Context: an optimization exercise on an open-source flow, tuned for small area. The choices shown serve that exercise and are no tape-out recipe. In this exercise RTL edits were held to simulation tests only and were not proved equivalent to the original. Power and IR drop assume default switching activity.

--- design/flow/config.mk ---
export PLATFORM = sky130hd
export DESIGN_NAME = CHIP
export DESIGN_NICKNAME = CHIP
export VERILOG_FILES = /design/flow/design.v
export SDC_FILE = /design/flow/constraint.sdc
export NUM_CORES = 4
export LEC_CHECK = 0
export CAP_MARGIN = 20
export CORE_MARGIN = 2
export CORE_UTILIZATION = 30
export SLEW_MARGIN = 20
--- design/flow/design.v ---
module CHIP #(                                                                                  
    parameter BIT_W = 32                                                                        
)(                                                                                              
        input               i_clk,                                                              
        input               i_rst_n,                                                            
        input  [BIT_W-1:0]  i_IMEM_data,                                                        
        output [BIT_W-1:0]  o_IMEM_addr,                                                        
        output              o_IMEM_cen,                                                         
        input               i_DMEM_stall,                                                       
        input  [BIT_W-1:0]  i_DMEM_rdata,                                                       
        output              o_DMEM_cen,                                                         
        output              o_DMEM_wen,                                                         
        output [BIT_W-1:0]  o_DMEM_addr,                                                        
        output [BIT_W-1:0]  o_DMEM_wdata,                                                       
        output              o_finish,                                                           
        input               i_cache_finish,                                                     
        output              o_proc_finish                                                       
);                                                                                              
    parameter aupicop = 7'b0010111;
    parameter jalop = 7'b1101111;
    parameter jalrop = 7'b1100111;
    parameter addop = 7'b0110011;
    parameter subop = 7'b0110011;
    parameter andop = 7'b0110011;
    parameter xorop = 7'b0110011;
    parameter addiop = 7'b0010011;
    parameter slliop = 7'b0010011;
    parameter slti = 7'b0010011;
    parameter srai = 7'b0010011;
    parameter lwop = 7'b0000011;
    parameter swop = 7'b0100011;
    parameter mulop = 7'b0110011;
    parameter divop = 7'b0110011;
    parameter beqop = 7'b1100011;
    parameter bgeop = 7'b1100011;
    parameter bltop = 7'b1100011;
    parameter bneop = 7'b1100011;
    parameter ecallop = 7'b1110011;
    parameter jalrf3 = 3'b000;
    parameter addf3 = 3'b000;
    parameter subf3 = 3'b000;
    parameter andf3 = 3'b111;
    parameter xorf3 = 3'b100;
    parameter addif3 = 3'b000;
    parameter sllif3 = 3'b001;
    parameter sltif3 = 3'b010;
    parameter sraif3 = 3'b101;
    parameter lwf3 = 3'b010;
    parameter swf3 = 3'b010;
    parameter mulf3 = 3'b000;
    parameter beqf3 = 3'b000;
    parameter bgef3 = 3'b101;
    parameter bltf3 = 3'b100;
    parameter bnef3 = 3'b001;
    parameter ecallf3 = 3'b000;
    parameter addf7 = 7'b0000000;
    parameter subf7 = 7'b0100000;
    parameter andf7 = 7'b0000000;
    parameter xorf7 = 7'b0000000;
    parameter sllif7 = 7'b0000000;
    parameter sraif7 = 7'b0100000;
    parameter mulf7 = 7'b0000001;
    parameter ecallimm = 12'b000000000000;
        reg [BIT_W-1: 0] PC, next_PC; 
        reg ecallreg;
        reg procreg;
        reg [4:0] register_source_1, register_source_2, register_destination;  
        reg [BIT_W-1: 0] write_data;  
        reg [BIT_W-1: 0] read_data_1, read_data_2;  
        reg [31:0] immediate;
        wire [4:0] rs1, rs2, rd;
        wire [BIT_W-1: 0] wdata;
        wire [BIT_W-1: 0] rdata1, rdata2;
        reg [6:0] opcode;  
        reg [2:0] func3;
        reg [6:0] func7;
        wire [6:0] opcode_w;
        wire [2:0] func3_w;
        wire [6:0] func7_w;
        wire MemRnW, MemtoReg, MemWrite, ALUSrc, RegWrite;  
        wire [1:0] Branch; 
        wire [3:0] ALUOp; 
        reg [BIT_W - 1:0] i_Breg;
        reg [BIT_W - 1:0] final_op;
        reg mul_en, mul_en_old;
        reg mul_valid, mul_counter_valid;
        reg mul_done_reg, mul_done_reg_old;
        wire [BIT_W - 1:0] i_A_wire, i_B_wire;
        wire [BIT_W - 1:0] o_ALU_wire, o_MULDIV_wire;
        wire mul_valid_wire, mul_counter_valid_wire, mul_done;
        reg state, state_nxt;
        assign o_IMEM_cen = state;
        assign o_IMEM_addr = PC;
        assign o_proc_finish = ecallreg;
        assign o_finish = i_cache_finish;
        assign rs1 = register_source_1; 
        assign rs2 = register_source_2;
        assign rd = register_destination;
        assign wdata = write_data;
        assign opcode_w = opcode;
        assign func3_w = func3;
        assign func7_w = func7;
        assign i_A_wire = read_data_1;
        assign i_B_wire = i_Breg;
        assign mul_valid_wire = mul_valid;
        assign mul_counter_valid_wire = mul_counter_valid;
        assign o_DMEM_cen = MemRnW;
        assign o_DMEM_wen = MemWrite;
        assign o_DMEM_wdata = read_data_2;
        assign o_DMEM_addr = final_op;
    Reg_file reg0(               
        .i_clk  (i_clk),
        .i_rst_n(i_rst_n),
        .wen    (RegWrite),
        .rs1    (rs1),
        .rs2    (rs2),
        .rd     (rd),
        .wdata  (wdata),
        .rdata1 (rdata1),
        .rdata2 (rdata2)
    );
    ALU alu0(
        .i_clk   (i_clk),
        .i_rst_n (i_rst_n),
        .i_A     (i_A_wire),
        .i_B     (i_B_wire),
        .ALUOp  (ALUOp),
        .o_data  (o_ALU_wire)
    );
    MULDIV_unit md0(
        .i_clk   (i_clk),
        .i_rst_n (i_rst_n),
        .i_valid (mul_valid_wire),
        .i_A     (i_A_wire),
        .i_B     (i_B_wire),
        .i_counter_valid(mul_counter_valid_wire),
        .o_data  (o_MULDIV_wire),
        .o_done  (mul_done)
    );
    ControlUnit cu0(
        .opcode  (opcode_w),
        .func3   (func3_w),
        .func7   (func7_w),
        .Branch  (Branch),
        .MemRnW  (MemRnW),
        .MemtoReg(MemtoReg),
        .ALUOp   (ALUOp),
        .MemWrite(MemWrite),
        .ALUSrc  (ALUSrc),
        .RegWrite(RegWrite)
    );
    always @(*) begin  
        opcode = i_IMEM_data[6:0];
    end
    always @(*) begin  
        if ( ( !i_DMEM_stall && !mul_en) || mul_done ) begin  
            state_nxt = 1'b1;
        end
        else begin
            state_nxt = 1'b0;
        end
    end
    always @(*) begin  
        case (i_IMEM_data)
            32'h73: begin
                ecallreg = 1;
            end
            default: begin
                ecallreg = 0;
            end
        endcase
        case (Branch)  
            2'b00: begin  
                case (o_IMEM_cen)
                    1'b0: begin
                        next_PC = PC;
                    end
                    1'b1: begin
                        next_PC = PC + 4;
                    end
                    default: begin
                        next_PC = PC;
                    end
                endcase
            end
            2'b01: begin  
                case (o_DMEM_addr)
                    1: begin
                        next_PC = PC + ({i_IMEM_data[31], i_IMEM_data[7], i_IMEM_data[30:25], i_IMEM_data[11:8]} << 1);
                    end
                    default: begin
                        next_PC = PC + 4;
                    end
                endcase
            end
            2'b10: begin  
                case (opcode)
                    aupicop: begin
                        next_PC = PC + 4;
                    end
                    jalop: begin
                        next_PC = $signed(PC) + $signed(immediate);
                    end
                    default: begin
                        next_PC = PC;
                    end
                endcase
            end
            2'b11: begin  
                next_PC = $signed(read_data_1) + $signed(immediate);
            end
            default: begin
                next_PC = PC + 4;
            end
        endcase
    end
    always @(*) begin  
        case (i_IMEM_data[6:0])
            7'b0110011: begin  
                register_source_1 = i_IMEM_data[19:15];
                register_source_2 = i_IMEM_data[24:20];
                register_destination = i_IMEM_data[11:7];
                immediate = 0;
                func3 = i_IMEM_data[14:12];
                func7 = i_IMEM_data[31:25];
            end
            7'b1100111: begin  
                register_source_1 = i_IMEM_data[19:15];
                register_source_2 = 0;
                register_destination = i_IMEM_data[11:7];
                immediate = $signed(i_IMEM_data[31:20]);
                func3 = i_IMEM_data[14:12];
                func7 = 7'b0;
            end
            7'b0010011: begin  
                register_source_1 = i_IMEM_data[19:15];
                register_source_2 = 0;
                register_destination = i_IMEM_data[11:7];
                func3 = i_IMEM_data[14:12];
                case (func3) 
                    3'b000: immediate = $signed(i_IMEM_data[31:20]);  
                    3'b010: immediate = $signed(i_IMEM_data[31:20]);  
                    3'b001: immediate = $signed(i_IMEM_data[24:20]);  
                    3'b101: immediate = $signed(i_IMEM_data[24:20]);  
                    default: immediate = 0;
                endcase
                func7 = 7'b0;
            end
            7'b0000011: begin  
                register_source_1 = i_IMEM_data[19:15];
                register_source_2 = 0;
                register_destination = i_IMEM_data[11:7];
                immediate = $signed(i_IMEM_data[31:20]);
                func3 = i_IMEM_data[14:12];
                func7 = 7'b0;
            end
            7'b1110011: begin  
                register_source_1 = i_IMEM_data[19:15];
                register_source_2 = 0;
                register_destination = i_IMEM_data[11:7];
                immediate = 0;
                func3 = i_IMEM_data[14:12];
                func7 = 7'b0;
            end
            7'b0100011: begin  
                register_source_1 = i_IMEM_data[19:15];
                register_source_2 = i_IMEM_data[24:20];
                register_destination = 0;
                immediate = $signed({i_IMEM_data[31:25], i_IMEM_data[11:7]});
                func3 = i_IMEM_data[14:12];
                func7 = 7'b0;
            end
            7'b1100011: begin  
                register_source_1 = i_IMEM_data[19:15];
                register_source_2 = i_IMEM_data[24:20];
                register_destination = 0;
                immediate = $signed({i_IMEM_data[31], i_IMEM_data[7], i_IMEM_data[30:25], i_IMEM_data[11:8]}  << 1);
                func3 = i_IMEM_data[14:12];
                func7 = 7'b0;
            end
            7'b0010111: begin  
                register_source_1 = 0;
                register_source_2 = 0;
                register_destination = i_IMEM_data[11:7];
                immediate = $signed(i_IMEM_data[31:12] << 12);
                func3 = 3'b0;
                func7 = 7'b0;
            end
            7'b1101111: begin  
                register_source_1 = 0;
                register_source_2 = 0;
                register_destination = i_IMEM_data[11:7];
                immediate = $signed({i_IMEM_data[31], i_IMEM_data[19:12], i_IMEM_data[20], i_IMEM_data[30:21]} << 1);
                func3 = 3'b0;
                func7 = 7'b0;
            end
            default: begin
                register_source_1 = 0;
                register_source_2 = 0;
                register_destination = 0;
                immediate = 0;
                func3 = 3'b0;
                func7 = 7'b0;
            end
        endcase
        case (MemtoReg)  
            0: begin
                case (opcode) 
                    aupicop: begin
                        write_data = $signed(PC) +$signed(immediate);
                    end
                    jalop: begin
                        write_data = PC + 4;
                    end
                    default: begin
                    write_data = o_DMEM_addr; 
                    end
                endcase                        
            end
            1: begin
                write_data = i_DMEM_rdata; 
            end
            default: begin
                write_data = 0;
            end
        endcase
    end
    always @(*) begin  
        read_data_1 = rdata1;
        read_data_2 = rdata2;
        mul_done_reg = mul_done;
    end
    always @(*) begin  
        case (ALUSrc)
            0: begin
                i_Breg = read_data_2; 
            end
            1: begin
                i_Breg = immediate; 
            end
        endcase
    end
    always @(*) begin  
        case (mul_en)
            1'b1: begin
                final_op = o_MULDIV_wire;
            end
            1'b0: begin
                final_op = o_ALU_wire;
            end
            default: begin
                final_op = o_ALU_wire;
            end
        endcase
    end
    always @(*) begin  
        case ({opcode, func7})
            {7'b0110011, 7'b0000001}: begin
                mul_en = 1'b1;
            end
            default begin
                mul_en = 1'b0;
            end
        endcase
    end
    always @(*) begin  
        if ( (!mul_en_old && mul_en) || (mul_done_reg_old && !mul_done_reg) ) begin
            mul_valid = 1;
        end
        else begin
            mul_valid = 0;
        end
    end
    always @(*) begin  
        if ( mul_en && !mul_done_reg ) begin
            mul_counter_valid = 1;
        end
        else begin
            mul_counter_valid = 0;
        end
    end
    always @(posedge i_clk or negedge i_rst_n) begin
        if (!i_rst_n) begin
            PC <= 32'h00010000;  
            state <= 1'b1;
            mul_en_old <= 1'b0;
            mul_done_reg_old <= 1'b0;
        end
        else begin
            PC <= next_PC;
            state <= state_nxt;
            mul_en_old <= mul_en;
            mul_done_reg_old <= mul_done_reg;
        end
    end
endmodule
module Reg_file(i_clk, i_rst_n, wen, rs1, rs2, rd, wdata, rdata1, rdata2);
    parameter BITS = 32;
    parameter word_depth = 32;
    parameter addr_width = 5;  
    input i_clk, i_rst_n, wen;  
    input [BITS-1:0] wdata;
    input [addr_width-1:0] rs1, rs2, rd;
    output [BITS-1:0] rdata1, rdata2;
    reg [BITS-1:0] mem [0:word_depth-1];
    reg [BITS-1:0] mem_nxt [0:word_depth-1];
    integer i;
    assign rdata1 = mem[rs1];
    assign rdata2 = mem[rs2];
    always @(*) begin
        for (i=0; i<word_depth; i=i+1)
            mem_nxt[i] = (wen && (rd == i)) ? wdata : mem[i];
    end
    always @(posedge i_clk or negedge i_rst_n) begin
        if (!i_rst_n) begin
            mem[0] <= 0;
            for (i=1; i<word_depth; i=i+1) begin
                case(i)
                    32'd2: mem[i] <= 32'hbffffff0;
                    32'd3: mem[i] <= 32'h10008000;
                    default: mem[i] <= 32'h0;
                endcase
            end
        end
        else begin
            mem[0] <= 0;
            for (i=1; i<word_depth; i=i+1)
                mem[i] <= mem_nxt[i];
        end       
    end
endmodule
module ALU #(
    parameter BIT_W = 32
)(
    input                       i_clk,    
    input                       i_rst_n,  
    input [BIT_W - 1 : 0]       i_A,      
    input [BIT_W - 1 : 0]       i_B,      
    input [        3 : 0]       ALUOp,   
    output [2*BIT_W - 1 : 0]    o_data   
);
    reg  [ BIT_W-1: 0 ] i_a;
    reg  [ BIT_W-1: 0 ] i_b;
    reg  [ 3: 0 ] aluop;
    reg  [ 2 * BIT_W-1: 0] op;
    assign o_data = op;
    always @(*) begin
        i_a = i_A;
        i_b = i_B;
        case (ALUOp)
            4'b0000: begin  
                op = $signed(i_a) + $signed(i_b);
            end
            4'b0001: begin  
                op = $signed(i_a) - $signed(i_b);
            end
            4'b0010: begin  
                op = i_a & i_b;
            end
            4'b0011: begin  
                op = i_a ^ i_b;
            end
            4'b0100: begin  
                op = i_a << i_b;
            end
            4'b0101: begin  
                op = ($signed(i_a) < $signed(i_b)) ? {63'b0, 1'b1} : {63'b0, 1'b0};
            end
            4'b0110: begin  
                op = i_a >>> i_b;
            end
            4'b1001: begin  
                op = (($signed(i_a) - $signed(i_b)) == 0) ? 1 : 0;
            end
            4'b1010: begin  
                op = (($signed(i_a) - $signed(i_b)) >= 0) ? 1 : 0;
            end      
            4'b1011: begin  
                op = (($signed(i_a) - $signed(i_b)) < 0) ? 1 : 0;
            end
            4'b1100: begin  
                op = (($signed(i_a) - $signed(i_b)) != 0) ? 1 : 0;
            end
            default: begin
                op = 0;
            end
        endcase
    end
endmodule
module MULDIV_unit #(
    parameter BIT_W = 32
)(
    input                       i_clk,    
    input                       i_rst_n,  
    input                       i_valid,  
    input [BIT_W - 1 : 0]       i_A,      
    input [BIT_W - 1 : 0]       i_B,      
    input                       i_counter_valid,
    output [2*BIT_W - 1 : 0]    o_data,   
    output                      o_done    
);
    reg  [  BIT_W-1: 0] operand_a, operand_a_nxt;
    reg  [  BIT_W-1: 0] operand_b, operand_b_nxt;
    reg  [  2*BIT_W: 0] result, result_nxt;    
    reg  [         4: 0] counter, counter_nxt;
    reg valid_signal, valid_signal_nxt;
    reg counter_accu;
    reg result_reset;
    assign o_data = result;
    assign o_done = valid_signal;
    always @(*) begin
        if(!i_valid && i_counter_valid && counter < 31) begin
            counter_nxt = counter + 1;
        end
        else begin
            counter_nxt = 0;
        end
    end
    always @(*) begin
        if (i_valid && counter === 0) begin
            operand_a_nxt = i_A;
            operand_b_nxt = i_B;
        end
        else begin
            operand_a_nxt = operand_a;
            operand_b_nxt = operand_b;
        end
        valid_signal_nxt = (counter == 31) ? 1 : 0;
    end
    always @(*) begin
        if (i_valid && counter === 0) begin
            result_nxt = 0;
        end
        else begin
            result_nxt = (operand_b[counter]) ? (result + ({33'b0, operand_a} << counter)) : result;    
            result_nxt = (counter == 31) ? result_nxt[31:0] : result_nxt;
        end
    end
    always @(posedge i_clk or negedge i_rst_n) begin
        if (!i_rst_n ) begin
            result      <= 0;
            valid_signal <= 0;
            operand_a   <= 0;
            operand_b   <= 0;
            counter <= 0;
        end
        else begin
            result      <= result_nxt;
            valid_signal <= valid_signal_nxt;
            operand_a   <= operand_a_nxt;
            operand_b   <= operand_b_nxt;
            counter <= counter_nxt;
        end
    end
endmodule
module ControlUnit(
    input[6:0]      opcode,
    input[2:0]      func3,
    input[6:0]      func7,
    output[1:0]     Branch,
    output          MemRnW,
    output          MemtoReg,
    output[3:0]     ALUOp,
    output          MemWrite,
    output          ALUSrc,
    output          RegWrite
);
    reg memrnw, memtoreg, memwrite, alusrc, regwrite;
    reg [1:0] branch;
    reg [3:0] aluop;
    assign Branch = branch;
    assign MemRnW = memrnw;
    assign MemtoReg = memtoreg;
    assign ALUOp = aluop;
    assign MemWrite = memwrite;
    assign ALUSrc = alusrc;
    assign RegWrite = regwrite;
    parameter aupicop = 7'b0010111;
    always @(*) begin
        case (opcode)
            7'b0110011: begin
                branch = 2'b00;
                memrnw = 0;
                memtoreg = 0;
                case (func3)
                    3'b000: begin
                        case (func7)
                            7'b0000000: aluop = 4'b0000;  
                            7'b0100000: aluop = 4'b0001;  
                            7'b0000001: aluop = 4'b0111;  
                            default: aluop = 4'b0000;
                        endcase
                    end
                    3'b111: aluop = 4'b0010;  
                    3'b100: begin
                        case(func7)
                            7'b0000000: aluop = 4'b0011;  
                            7'b0000001: aluop = 4'b1000;  
                            default: aluop = 4'b0000;
                        endcase
                    end
                    default: aluop = 4'b0000;
                endcase
                memwrite = 0;
                alusrc = 0;
                regwrite = 1;
            end
            7'b0000011: begin
                branch = 2'b00;
                memrnw = 1;
                memtoreg = 1;
                aluop = 4'b0000;
                memwrite = 0;
                alusrc = 1;
                regwrite = 1;
            end
            7'b0100011: begin
                branch = 2'b00;
                memrnw = 1;
                memtoreg = 0;
                aluop = 4'b0000;
                memwrite = 1;
                alusrc = 1;
                regwrite = 0;
            end
            7'b1100011: begin
                branch = 2'b01;
                memrnw = 0;
                memtoreg = 0;
                case (func3)
                    3'b000: aluop = 4'b1001;  
                    3'b101: aluop = 4'b1010;  
                    3'b100: aluop = 4'b1011;  
                    3'b001: aluop = 4'b1100;  
                    default: aluop = 4'b0000;
                endcase
                memwrite = 0;
                alusrc = 0;
                regwrite = 0;
            end
            7'b0010011: begin
                branch = 2'b00;
                memrnw = 0;
                memtoreg = 0;
                case (func3)
                    3'b000: aluop = 4'b0000;  
                    3'b001: aluop = 4'b0100;  
                    3'b010: aluop = 4'b0101;  
                    3'b101: aluop = 4'b0110;  
                    default: aluop = 4'b0000;
                endcase
                memwrite = 0;
                alusrc = 1;
                regwrite = 1;
            end
            7'b1101111: begin
                branch = 2'b10;
                memrnw = 0;
                memtoreg = 0;
                aluop = 4'b0000;
                memwrite = 0;
                alusrc = 0;
                regwrite = 1;
            end
            7'b1100111: begin
                branch = 2'b11;
                memrnw = 0;
                memtoreg = 0;
                aluop = 4'b0000;
                memwrite = 0;
                alusrc = 0;
                regwrite = 1;
            end
            7'b1110011: begin
                branch = 2'b00;
                memrnw = 0;
                memtoreg = 0;
                aluop = 4'b0000;
                memwrite = 0;
                alusrc = 0;
                regwrite = 0;
            end
            aupicop: begin
                branch = 2'b10;
                memrnw = 0;
                memtoreg = 0;
                aluop = 4'b0000;
                memwrite = 0;
                alusrc = 1;
                regwrite = 1;
            end
            default: begin
                branch = 2'b00;
                memrnw = 0;
                memtoreg = 0;
                aluop = 4'b0000;
                memwrite = 0;
                alusrc = 0;
                regwrite = 0;
            end
        endcase
    end
endmodule
--- design/flow/run.sh ---
#!/bin/bash
# synth_recipe.tcl (not shown) runs the flow's synth.tcl, then flattens the netlist and writes it again
# the make line also repeats each setting of config.mk as NAME=value (left out here)
make -C /OpenROAD-flow-scripts/flow DESIGN_CONFIG=/design/flow/config.mk WORK_HOME=/design/flow/orfs CLKGATE_MAP_FILE= SYNTH_SCRIPT=/design/flow/synth_recipe.tcl finish
--- design/flow/constraint.sdc ---
create_clock -name core_clock -period 20.0 [get_ports {i_clk}]
set_input_delay 4.0000 -clock core_clock [delete_from_list [all_inputs] [get_ports {i_clk}]]
set_output_delay 4.0000 -clock core_clock [all_outputs]
set_load 0.01 [all_outputs]
==> flow_summary.json <==
{
  "cp_data_arrival_time_ps": 14830,
  "yosys_most_used_dff": "dfrtp_1",
  "grt_antenna_before_repair": 97,
  "cts_buffers": 145,
  "multiInputGateArea_mm2": 0.0440,
  "num_rows": 183,
  "ios": 169,
  "coreArea_mm2": 0.249,
  "wl_um": 659000,
  "crit_fanout": 16,
  "yosys.cell_types.count": 123,
  "grt_pass1_vias": 82400,
  "yosys_warnings": 9,
  "maxSlewViolCount": 0,
  "clock_latency_ps": 850,
  "n_fill_cell": 26000,
  "criticalPathCategory": "input pin to primary output",
  "clock_path_buffers": 3,
  "die_x_um": 504,
  "synth_edf_count": 0,
  "final_hold_viol_count": 0,
  "max_clock_freq_ghz": 0.0531,
  "layout.nets": 9575,
  "max_stage_delay_ps": 940,
  "port-buffer-count": 166,
  "drtAntennaViolNets": 0,
  "die_h_um": 504,
  "avgSynthCellArea_um2": 8.13,
  "overflow": 0,
  "layout-drive-gt1-share_pct": 13.1,
  "tns_ps": 0,
  "cts.sinks": 1129,
  "regArea_mm2": 0.0283,
  "synthArstFlopShare_pct": 100,
  "synth_area_leaders": "dfrtp_1 (37%), o21ai_0 (8.9%), nand2_1 (7.7%)",
  "yosysSeqAreaShare_pct": 37.7,
  "power_density_mw_per_mm2": 68.0,
  "finalSetupViolations": 0,
  "drv_cap": 0,
  "finalCriticalPeriod_ps": 18830,
  "drc": 0,
  "netlist_top_cells_count": "nand2_1 (1534), o21ai_0 (1338), dfrtp_1 (1098)",
  "syn_inst": 9225,
  "synth-seq-cells": 1129,
  "drtIter0Drc": 14700,
  "cp_data_required_time_ps": 16000,
  "crit_slowest_cell": "clkdlybuf4s50_1",
  "viasPerCell": 6.98,
  "endpoint_kind": "primary output",
  "syn_area_mm2": 0.0750,
  "cts_setup_buffers": 0,
  "ctsResizeCount": 0,
  "period_share_pct": 94.1,
  "post-route-util_pct": 35.7,
  "die_area_mm2": 0.254,
  "grt_max_degree": 175,
  "grt_pass1_wl_um": 847000,
  "syn_to_final_growth_pct": 18.2,
  "hpwl_um": 482000,
  "postCtsHoldBufs": 0,
  "fin_worst_skew_ps": 76.2,
  "cts_tree": "yes",
  "htree_levels": 4,
  "cts_root_buf": "clkbuf_16",
  "grt.total_usage_pct": 50.0,
  "slew_headroom_pct": 11.2,
  "wl_per_cell_um": 51.2,
  "status": "finished clean",
  "synth_most_common_cell": "nand2_1",
  "rsz0062_at_grt": "no",
  "start_kind": "input pin",
  "path_clk_slew_ps": 60,
  "ir_drop_v": 0.0000829,
  "p_leak_uw": 0.0370,
  "gp_congestion": 1.09,
  "synth_top_cell_by_area": "dfrtp_1",
  "tightest_slew_ps": 1330,
  "num_vias": 89700,
  "syn_nets": 9466,
  "start_util_pct": 30.2,
  "min-delay-path-class": "flop to flop",
  "synth_top_cell_area_share_pct": 36.6,
  "firstDrtPassIters": 9,
  "cp_common_cell": "buf_4"
}
## registers in the layout (all words and copies together), names as in the netlist
name,flops
PC,32
md0.counter,5
md0.operand_a,32
md0.operand_b,32
md0.result,32
md0.valid_signal,1
mul_done_reg_old,1
mul_en_old,1
reg0.mem,992
state,1
## cells by family after synthesis
family                   Yosys count  share of synthesized area, %
multiplexers                     286                          4.46
adder cells (fa/ha/maj)          174                          2.96
AO/OA/AOI/OAI                   3014                          26.0
AND/OR/NAND/NOR                 3512                          21.9
XOR/XNOR                         154                          1.82
flip-flops                      1129                          37.7
buffers and inverters            956                          5.09
## area by class of cell
type,instances,share of cell area (%)
antenna,68,0.192
inverter,147,0.622
timing repair buffer,771,7.21
clock buffer,192,4.51
clock inverter,73,1.26
multi-input combinational,7140,49.6
tap,3330,4.70
sequential,1129,31.9
## power breakdown
| part | switching [uW] | internal [uW] | total [uW] | leakage (uW) |
|---|---|---|---|---|
| sequential | 65.1 | 2310 | 2370 | 0.0154 |
| clock | 1240 | 1660 | 2900 | 0.00245 |
| combinational | 543 | 212 | 755 | 0.0191 |
## per-stage QoR
step           power [uW]  std cells  hold slack [ps]  area (um2)  setup WS (ps)
4_1_cts              5990      12800              485       88400           1530
2_1_floorplan        2710       9225              390       75000           5060
6_report             6030      12900              485       88700           1170
5_1_grt              6130      12800              504       88500           1040
3_5_place_dp         3120      12500              471       83300           1580
3_3_place_gp         3120      12500              457       83200           1500
## cell usage in the layout (no fill, tap or decap), drive strengths merged, types with 49 or more instances in the layout
master and count:
nor2 454, ha 167, mux2 49, dfrtp 1098
a221oi 95, nor3 196, nand2b 56, clkdlybuf4s50 157
a22oi 291, nand3 548, clkbuf 192, and2 61
mux2i 204, xnor2 103, o21ai 1347, and3 102
nor4 89, xor2 51, o22ai 64, a31oi 67
a21o 54, inv 150, nand2 1537, buf 614
diode 68, a21oi 316, a32oi 91, nand4 226
a22o 121
## per-layer routing
| layer | part of all wire [%] | track usage [%] |
|---|---|---|
| met4 | 11 | 45.1 |
| met2 | 41 | 72.0 |
| met1 | 37 | 58.7 |
| met5 | 0.065 | 0.0375 |
| met3 | 11 | 16.8 |
## critical path: cells and delay by family
family                   cells  cell delay (ps)
AO/OA/AOI/OAI                7             2810
XOR/XNOR                     1              540
adder cells (fa/ha/maj)      1              260
buffers and inverters        9             3080
AND/OR/NAND/NOR             10             4010
## path summary, 6_finish.rpt
kind / from / endpoint / slack [ps] / depth (start not counted)
max: i_IMEM_data[6] / o_DMEM_addr[0] / 1170 / 28
min: md0.operand_b[24] / md0.operand_b[24] / 490 / 2
min reg2reg: md0.operand_b[24] / md0.operand_b[24] / 490 / 2
min in group asynchronous: i_rst_n / reg0.mem[10][16] / 3160 / 1
max reg2reg: reg0.mem[6][10] / PC[29] / 10010 / 29
max in group asynchronous: i_rst_n / md0.counter[0] / 12950 / 5

-- what the ideal ports hide --
The results above use ideal ports. As a check the final layout listed here was re-extracted and re-timed, cells and wires unchanged.
Step 1 assumes that a clkbuf_16 drives the clock port and a buf_2 every other input.
Step 2 adds t to the input delays and takes it off the output delays; t is the mean of the earliest and latest rising clock arrival at the registers after step 1. Input paths then give back, and output paths get back, about the clock's delay inside the block.
Three values: no drivers, after step 1, after step 2; two values: the first two.
t, ns: 0.915
setup slack, ns: 1.173 / 1.145 / 1.145
worst data-port slew with drivers (ns): 0.17
pins driven straight from the clock port: 1
After both steps this run still meets setup and hold. The setup slack of this run moves by -0.028 ns with the drivers and by -0.028 ns with both steps.
